Source: an optimization exercise on an open RTL-to-GDS flow (aim: small area and a short achievable clock period). Production flows keep margins and buffers that such runs may drop. The RTL was checked by simulation tests, not by an equivalence proof against the original design. In every run shown here, the design's own scripts or RTL, not TritonCTS, make the clock network. The clock port is modelled as an ideal driver, which makes a skipped or thinned clock tree look cheaper than it is; a real chip needs a root buffer or a tree. Power figures rest on the tool's default switching activity, not on a simulated workload.

===== flow/flow/run.sh =====
#!/bin/bash
# Standard ORFS layout with buf_1 port buffers, except clock tree synthesis:
# the clock reaches all registers through a single clock buffer (clk_tree.tcl).
set -e
export BUFFER_PORTS_ARGS="-buffer_cell sky130_fd_sc_hd__buf_1"
bash standard.sh place > standard_place.log 2>&1
RES=$(pwd)/orfs/results/$FLOW_PLATFORM/alu4_top/base
export RES
openroad -no_init -exit flow/clk_tree.tcl > clk_tree.log 2>&1
bash standard.sh > standard_finish.log 2>&1

===== flow/constraint.sdc =====
create_clock -name core_clock -period 5.0 [get_ports {clk}]
set_input_delay 1.0000 -clock core_clock [delete_from_list [all_inputs] [get_ports {clk}]]
set_output_delay 1.0000 -clock core_clock [all_outputs]
set_load 0.01 [all_outputs]

===== flow/design.v =====
module alu4_top (
  input  wire        clk,
  input  wire [13:0] i,
  output wire [7:0]  o
);
  reg  [13:0] a_q;
  reg  [7:0]  y_q;
  wire [7:0]  y_c;
  alu4 u_alu4 (
    .i_0_(a_q[0]),
    .i_1_(a_q[1]),
    .i_2_(a_q[2]),
    .i_3_(a_q[3]),
    .i_4_(a_q[4]),
    .i_5_(a_q[5]),
    .i_6_(a_q[6]),
    .i_7_(a_q[7]),
    .i_8_(a_q[8]),
    .i_9_(a_q[9]),
    .i_10_(a_q[10]),
    .i_11_(a_q[11]),
    .i_12_(a_q[12]),
    .i_13_(a_q[13]),
    .o_0_(y_c[0]),
    .o_1_(y_c[1]),
    .o_2_(y_c[2]),
    .o_3_(y_c[3]),
    .o_4_(y_c[4]),
    .o_5_(y_c[5]),
    .o_6_(y_c[6]),
    .o_7_(y_c[7])
  );
  always @(posedge clk) begin
    a_q <= i;
    y_q <= y_c;
  end
  assign o = y_q;
endmodule

module alu4 (
	i_9_, i_10_, i_7_, i_8_, i_5_, i_6_, i_3_, i_13_,
	i_4_, i_12_, i_1_, i_11_, i_2_, i_0_, o_1_, o_2_, o_0_, o_7_,
	o_5_, o_6_, o_3_, o_4_);
input i_9_;
input i_10_;
input i_7_;
input i_8_;
input i_5_;
input i_6_;
input i_3_;
input i_13_;
input i_4_;
input i_12_;
input i_1_;
input i_11_;
input i_2_;
input i_0_;
output o_1_;
output o_2_;
output o_0_;
output o_7_;
output o_5_;
output o_6_;
output o_3_;
output o_4_;
wire new_n23;
wire new_n24;
wire new_n25;
wire new_n26;
wire new_n27;
wire new_n28;
wire new_n29;
wire new_n30;
wire new_n32;
wire new_n33;
wire new_n34;
wire new_n35;
wire new_n36;
wire new_n37;
wire new_n38;
wire new_n39;
wire new_n40;
wire new_n41;
wire new_n42;
wire new_n43;
wire new_n45;
wire new_n47;
wire new_n48;
wire new_n49;
wire new_n50;
wire new_n51;
wire new_n52;
wire new_n53;
wire new_n54;
wire new_n55;
wire new_n56;
wire new_n57;
wire new_n58;
wire new_n59;
wire new_n60;
  g_inv g00 (.A(i_8_), .Y(new_n23));
  g_o221a g01 (.A1(i_10_), .A2(i_8_), .B1(i_9_), .B2(new_n23), .C1(i_3_), .X(new_n24));
  g_a221oi g02 (.A1(new_n23), .A2(i_11_), .B1(i_8_), .B2(i_12_), .C1(i_3_), .Y(new_n25));
  g_nor2 g03 (.A(new_n24), .B(new_n25), .Y(new_n26));
  g_inv g04 (.A(i_4_), .Y(new_n27));
  g_or2 g05 (.A(i_13_), .B(new_n27), .X(new_n28));
  g_nand2 g06 (.A(new_n26), .B(new_n28), .Y(new_n29));
  g_o21ai g07 (.A1(new_n26), .A2(new_n28), .B1(new_n29), .Y(new_n30));
  g_inv g08 (.A(new_n30), .Y(o_1_));
  g_inv g09 (.A(i_5_), .Y(new_n32));
  g_a221oi g10 (.A1(new_n32), .A2(i_11_), .B1(i_5_), .B2(i_12_), .C1(i_0_), .Y(new_n33));
  g_o221a g11 (.A1(i_10_), .A2(i_5_), .B1(i_9_), .B2(new_n32), .C1(i_0_), .X(new_n34));
  g_inv g12 (.A(i_6_), .Y(new_n35));
  g_o221a g13 (.A1(i_10_), .A2(i_6_), .B1(i_9_), .B2(new_n35), .C1(i_1_), .X(new_n36));
  g_or2 g14 (.A(new_n34), .B(new_n36), .X(new_n37));
  g_inv g15 (.A(i_7_), .Y(new_n38));
  g_o221ai g16 (.A1(i_10_), .A2(i_7_), .B1(i_9_), .B2(new_n38), .C1(i_2_), .Y(new_n39));
  g_a221oi g17 (.A1(new_n38), .A2(i_11_), .B1(i_7_), .B2(i_12_), .C1(i_2_), .Y(new_n40));
  g_a221oi g18 (.A1(new_n35), .A2(i_11_), .B1(i_6_), .B2(i_12_), .C1(i_1_), .Y(new_n41));
  g_a211oi g19 (.A1(new_n25), .A2(new_n39), .B1(new_n40), .C1(new_n41), .Y(new_n42));
  g_nor2 g20 (.A(new_n37), .B(new_n42), .Y(new_n43));
  g_nor2 g21 (.A(new_n33), .B(new_n43), .Y(o_2_));
  g_inv g22 (.A(new_n39), .Y(new_n45));
  g_or3 g23 (.A(new_n37), .B(new_n45), .C(new_n24), .X(o_0_));
  g_nor2 g24 (.A(new_n45), .B(new_n40), .Y(new_n47));
  g_nor2 g25 (.A(i_13_), .B(new_n24), .Y(new_n48));
  g_nand2 g26 (.A(new_n29), .B(new_n48), .Y(new_n49));
  g_nand2 g27 (.A(new_n47), .B(new_n49), .Y(new_n50));
  g_o21ai g28 (.A1(new_n47), .A2(new_n49), .B1(new_n50), .Y(new_n51));
  g_nor2 g29 (.A(new_n36), .B(new_n41), .Y(new_n52));
  g_nor2 g30 (.A(i_13_), .B(new_n45), .Y(new_n53));
  g_nand2 g31 (.A(new_n50), .B(new_n53), .Y(new_n54));
  g_nand2 g32 (.A(new_n52), .B(new_n54), .Y(new_n55));
  g_o21ai g33 (.A1(new_n52), .A2(new_n54), .B1(new_n55), .Y(new_n56));
  g_nor2 g34 (.A(new_n33), .B(new_n34), .Y(new_n57));
  g_nor2 g35 (.A(i_13_), .B(new_n36), .Y(new_n58));
  g_nand2 g36 (.A(new_n55), .B(new_n58), .Y(new_n59));
  g_nor2 g37 (.A(new_n57), .B(new_n59), .Y(new_n60));
  g_a21oi g38 (.A1(new_n57), .A2(new_n59), .B1(new_n60), .Y(o_4_));
  g_nor4b g39 (.A(new_n30), .B(new_n51), .C(new_n56), .D_N(o_4_), .Y(o_7_));
  g_inv g40 (.A(new_n56), .Y(o_5_));
  g_inv g41 (.A(new_n51), .Y(o_6_));
  g_o21ai g42 (.A1(new_n27), .A2(o_0_), .B1(o_2_), .Y(o_3_));
endmodule
module g_a211oi (A1, A2, B1, C1, Y);
  input A1;
  input A2;
  input B1;
  input C1;
  output Y;
  assign Y = (~A1&~B1&~C1) | (~A2&~B1&~C1);
endmodule
module g_a21oi (A1, A2, B1, Y);
  input A1;
  input A2;
  input B1;
  output Y;
  assign Y = (~A1&~B1) | (~A2&~B1);
endmodule
module g_a221oi (A1, A2, B1, B2, C1, Y);
  input A1;
  input A2;
  input B1;
  input B2;
  input C1;
  output Y;
  assign Y = (~A1&~B1&~C1) | (~A1&~B2&~C1) | (~A2&~B1&~C1) | (~A2&~B2&~C1);
endmodule
module g_inv (A, Y);
  input A;
  output Y;
  assign Y = (~A);
endmodule
module g_nand2 (A, B, Y);
  input A;
  input B;
  output Y;
  assign Y = (~A) | (~B);
endmodule
module g_nor2 (A, B, Y);
  input A;
  input B;
  output Y;
  assign Y = (~A&~B);
endmodule
module g_nor4b (A, B, C, D_N, Y);
  input A;
  input B;
  input C;
  input D_N;
  output Y;
  assign Y = (~A&~B&~C&D_N);
endmodule
module g_o21ai (A1, A2, B1, Y);
  input A1;
  input A2;
  input B1;
  output Y;
  assign Y = (~A1&~A2) | (~B1);
endmodule
module g_o221a (A1, A2, B1, B2, C1, X);
  input A1;
  input A2;
  input B1;
  input B2;
  input C1;
  output X;
  assign X = (A1&B1&C1) | (A2&B1&C1) | (A1&B2&C1) | (A2&B2&C1);
endmodule
module g_o221ai (A1, A2, B1, B2, C1, Y);
  input A1;
  input A2;
  input B1;
  input B2;
  input C1;
  output Y;
  assign Y = (~B1&~B2) | (~A1&~A2) | (~C1);
endmodule
module g_or2 (A, B, X);
  input A;
  input B;
  output X;
  assign X = (A) | (B);
endmodule
module g_or3 (A, B, C, X);
  input A;
  input B;
  input C;
  output X;
  assign X = (A) | (B) | (C);
endmodule

===== flow/flow/clk_tree.tcl =====
# Clock tree: one clkbuf_16 between the clock port and every register clock pin,
# placed at the centre of the registers, then legalised.
set plat $::env(FLOW_HOME)/platforms/$::env(FLOW_PLATFORM)
read_liberty $plat/lib/sky130_fd_sc_hd__tt_025C_1v80.lib
read_db $::env(RES)/3_place.odb
read_sdc $::env(RES)/3_place.sdc
set block [ord::get_db_block]
set clknet [$block findNet clk]
set master [[ord::get_db] findMaster sky130_fd_sc_hd__clkbuf_16]
set buf [odb::dbInst_create $block $master clkbuf_root]
set leaf [odb::dbNet_create $block clknet_root]
$leaf setSigType CLOCK
$clknet setSigType CLOCK
set sx 0; set sy 0; set n 0
foreach it [$clknet getITerms] {
  set inst [$it getInst]
  set loc [$inst getLocation]
  set sx [expr {$sx + [lindex $loc 0]}]; set sy [expr {$sy + [lindex $loc 1]}]; incr n
  set mt [$it getMTerm]
  $it disconnect
  $it connect $leaf
}
puts "moved $n clock sinks to clknet_root"
[$buf findITerm A] connect $clknet
[$buf findITerm X] connect $leaf
$buf setLocation [expr {$sx / $n}] [expr {$sy / $n}]
$buf setPlacementStatus PLACED
global_connect
set_propagated_clock [all_clocks]
detailed_placement
check_placement -verbose
source $plat/setRC.tcl
estimate_parasitics -placement
report_clock_skew
report_checks -path_delay min_max
write_db $::env(RES)/4_1_cts.odb
write_sdc -no_timestamp $::env(RES)/4_cts.sdc

===== flow/standard.sh =====
#!/bin/bash
# synth_recipe.tcl (not shown) runs the flow's synth.tcl, then flattens the netlist and writes it again
# the make line also repeats each setting of config.mk as NAME=value (left out here)
make -C /OpenROAD-flow-scripts/flow DESIGN_CONFIG=/design/flow/config.mk WORK_HOME=/design/flow/orfs CLKGATE_MAP_FILE= SYNTH_SCRIPT=/design/flow/synth_recipe.tcl "${@:-finish}"

===== flow/config.mk =====
export PLATFORM = sky130hd
export DESIGN_NAME = alu4_top
export DESIGN_NICKNAME = alu4_top
export VERILOG_FILES = /design/flow/design.v
export SDC_FILE = /design/flow/constraint.sdc
export NUM_CORES = 4
export LEC_CHECK = 0
export CAP_MARGIN = 20
export CORE_MARGIN = 2
export CORE_UTILIZATION = 20
export SETUP_SLACK_MARGIN = 3.3
export SLEW_MARGIN = 20
export SYNTH_HIERARCHICAL = 1
export SYNTH_MINIMUM_KEEP_SIZE = 0

==> results of run 1 <==
-- metal layers --
layer / GRT usage, % / vias up
met4: 0.815 / 0
li1: - / 274
met1: 7.56 / 227
met2: 8.98 / 18
met3: 1.23 / 2
met5: 0 / -
-- power breakdown --
group	switching (mW)	internal [mW]
Combinational	0.0263	0.0203
Clock	0.0397	0.0363
Sequential	0.00781	0.190
-- worst max-delay path: stages (launching register included) --
cell,delay (ps)
dfxtp_2,360
inv_2,40
o221a_1,230
nor2_2,120
nand2_1,70
nand2_1,80
nand2_1,60
nand2_1,90
nand2_2,60
nand2_2,90
nor2_2,40
a21oi_2,120
nor4b_4,190
-- Yosys stat by module (local to each module, per instance), a selection --
module    flops+latches  cells
g_a21oi               0      1
g_nor4b               0      1
alu4_top             22     22
g_o21ai               0      1
g_or3                 0      1
g_inv                 0      1
g_nand2               0      1
g_o221ai              0      1
g_a221oi              0      1
g_o221a               0      1
g_a211oi              0      1
g_nor2                0      1
g_or2                 0      1
-- layout make-up --
cell class                 count  area share (%)
inverter                       9            3.65
multi-input combinational     34            28.9
sequential                    22            48.0
buffer                         1            2.70
timing repair buffer          24            10.5
tap                           46            6.22
-- cell usage in the layout, fill, tap and decap left out, types with 2 or more instances in the layout --
master    netlist  layout
a221oi_2        4       4
buf_4           0       2
o21ai_1         4       4
nor2_2          0       4
buf_1           0      22
dfxtp_1        22      19
dfxtp_2         0       3
o221a_1         3       3
inv_1           9       8
nor2_1         10       6
nand2_1         6       4
nand2_2         0       2
or2_1           2       2
-- metrics by stage --
stage	util [%]	area (µm²)
after detailed placement	25.3	858
after global routing	27.3	926
final	27.3	926
after global placement	25.3	858
after floorplan	-	718
-- final timing paths --
kind	cells after the start	start	slack [ps]	end
worst min register to register	2	a_q[4]	460	y_q[3]
worst max register to register	12	a_q[8]	3360	y_q[7]
worst max-delay path	12	a_q[8]	3360	y_q[7]
worst min-delay path	2	a_q[4]	460	y_q[3]
-- flip-flops by register name, indices dropped and copies added, names as in the netlist --
name,flops
y_q,8
a_q,14
-- cell families after synthesis --
kind of cell	after synthesis
and+or+nand+nor	20
AOI/OAI and AO/OA	14
DFF	22
buffers and inverters	9
==> run summary, run 1 <==
* Status: finished clean
* Fin nets at 107
* Routed length on met2 at 524 µm
* Post-synthesis adder-cell area fraction at 0%
* Clock Latency Late Sink at 140 ps
* Post-synth top cells: 22 x dfxtp_1, 10 x nor2_1, 9 x inv_1
* Post-synthesis net count at 80
* Post-synth top area cell: dfxtp_1
* Peak supply drop at 0.156 mV
* Initial cell density of the core at 21.2%
* Count leader, synth: dfxtp_1
* Final setup violation count at 0
* Vert. Die Dim at 63.9 µm
* Drt wl/cell at 8.80 µm
* Max layer used: met4
* Pwr Density at 346 mW/mm²
* Register area at 444 µm²
* Global route overflow at 0
* Antenna violations before repair at 0
* Cells after synthesis at 65
* Multiplexer share of the synthesized area at 0%
* Slew of the pin with the lowest slew margin at 312 ps
* Die footprint at 0.00409 mm²
* CP arrival at 1710 ps
* Area share of the leading cell type in the synthesized netlist at 61.3%
* Cell Area, Synth at 718 µm²
* First-pass DRT Iterations at 4
* CP Launch Type: register
* Fin. max-slew vios at 0
* Leakage at 0.365 nW
* Fin crit share at 32.9%
* Routed Antenna Nets at 0
* Min setup slack post-route at 3360 ps
* Port Buffers at 22
* Setup Skew at 1.36 ps
* Simple-Gate Fraction of Synth Area at 13.1%
* WS Path Type: register to register
* Register area share after synthesis at 61.3%
* Hold_ws at 461 ps
* Routed Wire Length at 1200 µm
* Total number of vias at 521
* Critical Path RT at 5060 ps
* Gr usage total at 5.51%
* Largest net degree at the start of global routing at 23
* Fraction of the mapped netlist area in compound gates at 20.9%
* EDFF count, synth at 0
* Vias/cell at 3.83
* CP Capture Type: register
* RSZ-0062 raised after global routing: yes
* Synth Area in XOR/XNOR at 0%
* Synth area leaders: dfxtp_1 61%, a221oi_2 8.4%, nor2_1 5.2%
* WL met1 at 552 µm
* Inst Count DP at 133
* Layout cells sized above 1 at 23.3%
* Met3 WL post-DR at 103 µm
* DRC at 0
* Multi-input combinational cell area at 268 µm²
* First-pass GRT wire length at 1930 µm
* Filler cell count at 371
* Total power at 320 µW
* Final Hold Viols at 0
* Yosys warning count at 7
* Die W at 63.9 µm
* Largest family of logic cells by synthesized area: compound AO/OA/AOI/OAI gates
* 1st-iter DRT viols at 5
* Max Clock Freq at 609 MHz
* Rows at 21
* Final Wtd Congestion at 0.712
* Vias in the first global route at 454
* Type of the tightest min-delay check: register to register
* Predominant post-synthesis flop cell: dfxtp_1
* Dpl ws at 3250 ps
* Crit-path max FO at 3
* Slew HR at 79.1%
* Ant. Diodes at 0
* Syn avg cell area at 11.0 µm²
* Min Tclk post-route at 1640 ps
* Post-synth cell types at 13
* Maxcap violations at 0
* HPWL after DPL at 1000 µm
* Seq cells post-synth at 22
* Core Area at 0.00339 mm²
* Clock slew seen by the registers of the worst setup and hold paths at 80 ps
* P&R area growth vs syn at 28.9%
* Top Ports at 23
* Setup TNS at 0 ps
* Fin cells at 136
* Async S/R FF share, synth at 0%
==> inputs of run 2 (changes only) <==
--- a/flow/config.mk
+++ b/flow/config.mk
@@ -9,5 +9,5 @@
 export CORE_MARGIN = 2
 export CORE_UTILIZATION = 20
-export SETUP_SLACK_MARGIN = 3.3
+export SETUP_SLACK_MARGIN = 3.45
 export SLEW_MARGIN = 20
 export SYNTH_HIERARCHICAL = 1
==> run summary, run 2 <==
* Die footprint at 0.00409 mm² (unchanged)
* WS Path Type: register to register
* Rows at 21 (unchanged)
* Register area share after synthesis at 61.3% (unchanged)
* Peak supply drop at 0.138 mV (-12%)
* Synth area leaders: dfxtp_1 61%, a221oi_2 8.4%, nor2_1 5.2%
* Vias/cell at 3.83 (about the same)
* CP arrival at 1750 ps (+40 ps)
* CP delay by family, top: simple AND/OR/NAND/NOR gates
* Global route overflow at 0 (unchanged)
* Inst Count DP at 133 (unchanged)
* Min setup slack post-route at 3320 ps (-38.2 ps)
* CP Launch Type: register
* Most frequent cells in the layout: 14 x buf_1, 13 x dfxtp_1, 8 x inv_1, 8 x dfxtp_2, 7 x nor2_1
* Cells after synthesis at 65 (unchanged)
* Dpl ws at 3310 ps (+63.0 ps)
* CP Capture Type: register
* Filler cell count at 355 (-4.3%)
* Crit-path max FO at 3 (unchanged)
* Critical path buffers and inverters at 2 (+1)
* 1st-iter DRT viols at 14 (+9)
* Gr usage total at 5.53% (+0.012 points)
* HPWL after DPL at 964 µm (-3.8%)
* Leakage at 0.408 nW (+12%)
* Yosys warning count at 7 (unchanged)
* Fin. max-slew vios at 0 (unchanged)
* Total number of vias at 529 (+1.5%)
* Die W at 63.9 µm (unchanged)
* Antenna violations before repair at 0 (unchanged)
* Predominant post-synthesis flop cell: dfxtp_1
* Worst path slowest cell: dfxtp_4
* Fin nets at 109 (+1.9%)
* Async S/R FF share, synth at 0% (unchanged)
* Post-synth top area cell: dfxtp_1
* Post-synth cell types at 13 (unchanged)
* Maxcap violations at 0 (unchanged)
* Biggest regs: a_q: 14 flops, y_q: 8 flops
* Top Ports at 23 (unchanged)
* Type of the tightest min-delay check: register to register
* Most common cell after layout, fill and taps aside: buf_1
* Crit-path max cell delay at 380 ps (+20 ps)
* Vert. Die Dim at 63.9 µm (unchanged)
* P&R area growth vs syn at 39.7%
* Status: finished clean
* Max reg flops at 14 (unchanged)
* Syn avg cell area at 11.0 µm² (unchanged)
* Area share of the leading cell type in the synthesized netlist at 61.3% (unchanged)
* Cell Chain, Critical Path: inv_4 -> o221a_1 -> buf_4 -> nor2_2 -> nand2_2 -> nand2_2 -> nand2_2 -> nand2_2 -> nand2_2 -> a21oi_2 -> nor4b_4
* Vias in the first global route at 449 (-1.1%)
* Port Buffers at 22 (unchanged)
* DRC at 0 (unchanged)
* First-pass GRT wire length at 1970 µm (+1.8%)
* Setup Skew at 1.87 ps (+0.507 ps)
* Clock Latency Late Sink at 140 ps (about the same)
* Fin crit share at 33.6% (+0.76 points)
* Cell Area, Synth at 718 µm² (unchanged)
* First-pass DRT Iterations at 4 (unchanged)
* Max Clock Freq at 595 MHz (-2.3%)
* Ant. Diodes at 0 (unchanged)
* RSZ-0062 raised after global routing: yes
* Core Area at 0.00339 mm² (unchanged)
* Final Hold Viols at 0 (unchanged)
* Post-synth top cells: 22 x dfxtp_1, 10 x nor2_1, 9 x inv_1
* Min Tclk post-route at 1680 ps (+38.2 ps)
* Largest Register: a_q
* Final Wtd Congestion at 0.750 (+5.5%)
* Pwr Density at 331 mW/mm² (-4.3%)
* Largest net degree at the start of global routing at 23 (unchanged)
* Count leader, synth: dfxtp_1
* Routed Antenna Nets at 0 (unchanged)
* Drt wl/cell at 9.52 µm (+8.2%)
* Seq cells post-synth at 22 (unchanged)
* EDFF count, synth at 0 (unchanged)
* Most frequent CP cell: nand2_2
* Initial cell density of the core at 21.2% (unchanged)
* Clock slew seen by the registers of the worst setup and hold paths at 80 ps (about the same)
* Reg2Reg Setup Slack at 3320 ps (-40 ps)
* Final setup violation count at 0 (unchanged)
* Fin cells at 138 (+1.5%)
* Slew HR at 78.4% (-0.61 points)
* Post-synthesis net count at 80 (unchanged)
* Critical Path RT at 5060 ps (about the same)
* Layout cells sized above 1 at 43.5% (+20 points)
* Setup TNS at 0 ps (unchanged)
* Slew of the pin with the lowest slew margin at 323 ps (+11.3 ps)
* Routed Wire Length at 1310 µm (+9.8%)
## run 2: cell counts after synthesis
No cell type changed its count.
## run 2: tightest hold or removal path: stages, from the launching register on
cell and delay [ps]:
dfxtp_1 310, inv_1 60, o21ai_1 50
## run 2: metal layers
metal	GRT usage, %	up-vias	routed length [µm]	part of all wire, %
li1	-	275	-	-
met1	8.37	233	609	46
met2	8.85	21	607	46
met3	0.704	0	97	7.4
met4	0	0	0	0
met5	0	-	0	0
## run 2: Yosys stat by module, one instance, submodules excluded, excerpt
module / area (µm²) / cells inside / copies in the design / flip-flops and latches
g_o21ai: 5.00 / 1 / 4 / 0
g_o221ai: 15.0 / 1 / 1 / 0
g_nor2: 3.75 / 1 / 10 / 0
g_nand2: 3.75 / 1 / 6 / 0
g_a21oi: 8.76 / 1 / 1 / 0
g_nor4b: 15.0 / 1 / 1 / 0
g_or2: 6.26 / 1 / 2 / 0
g_inv: 3.75 / 1 / 9 / 0
## run 2: area by class of cell
type | count | area, µm² | share of cell area [%]
Buffer | 1 | 25.0 | 2.49
Inverter | 9 | 36.3 | 3.62
Multi-Input combinational cell | 34 | 289 | 28.8
Sequential cell | 22 | 454 | 45.3
Tap cell | 46 | 57.6 | 5.74
Timing Repair Buffer | 26 | 141 | 14.1
## run 2: worst paths after layout
kind         startpoint      to  cells after the start
min reg2reg      a_q[4]  y_q[3]                      2
min              a_q[4]  y_q[3]                      2
max reg2reg      a_q[8]  y_q[7]                     11
max              a_q[8]  y_q[7]                     11
## run 2: metrics by stage
step                power (mW)  area, µm²  hold slack [ps]  util, %
floorplan                0.228        719              420        -
detailed placement       0.242        860              444     25.4
finish                   0.332       1000              461     29.6
global route             0.353       1000              494     29.6
global placement         0.241        860              450     25.4
## run 2: kinds of logic after synthesis
| logic type | Yosys count | synth area share [%] |
|---|---|---|
| compound gates | 14 | 20.9 |
| flops | 22 | 61.3 |
| simple gates | 20 | 13.1 |
| buf+inv | 9 | 4.70 |
## run 2: power by group
group | total (mW) | switching, mW | internal (mW)
Clock | 0.0748 | 0.0385 | 0.0363
Combinational | 0.0575 | 0.0280 | 0.0294
Sequential | 0.200 | 0.00937 | 0.191
Total | 0.332 | 0.0759 | 0.256

re-timing with driven ports:
The results above use ideal ports. As a check the final layouts listed here were re-extracted and re-timed, cells and wires unchanged.
Step 1: set_driving_cell puts a clkbuf_16 on clk and a buf_2 on each other input, an assumption about the parent block.
Step 2 times the ports against the registers' clock, not the clock port: input delays grow and output delays shrink by t, the midpoint of the rising clock arrivals with the driver on.
a / b / c = ideal / step 1 / step 2; a / b = the first two.
| run | t, ns | slack for setup (ns) | worst setup path after step 2 | slew at the worst register clock pin (ns) | worst data-port slew with drivers (ns) |
|---|---|---|---|---|---|
| run 1 | 0.173 | 3.357 / 3.357 / 3.357 | register to register | 0.08 / 0.08 | 0.03 |
| run 2 | 0.169 | 3.319 / 3.319 / 3.319 | register to register | 0.08 / 0.08 | 0.03 |
After both steps setup and hold are still met in every run listed.
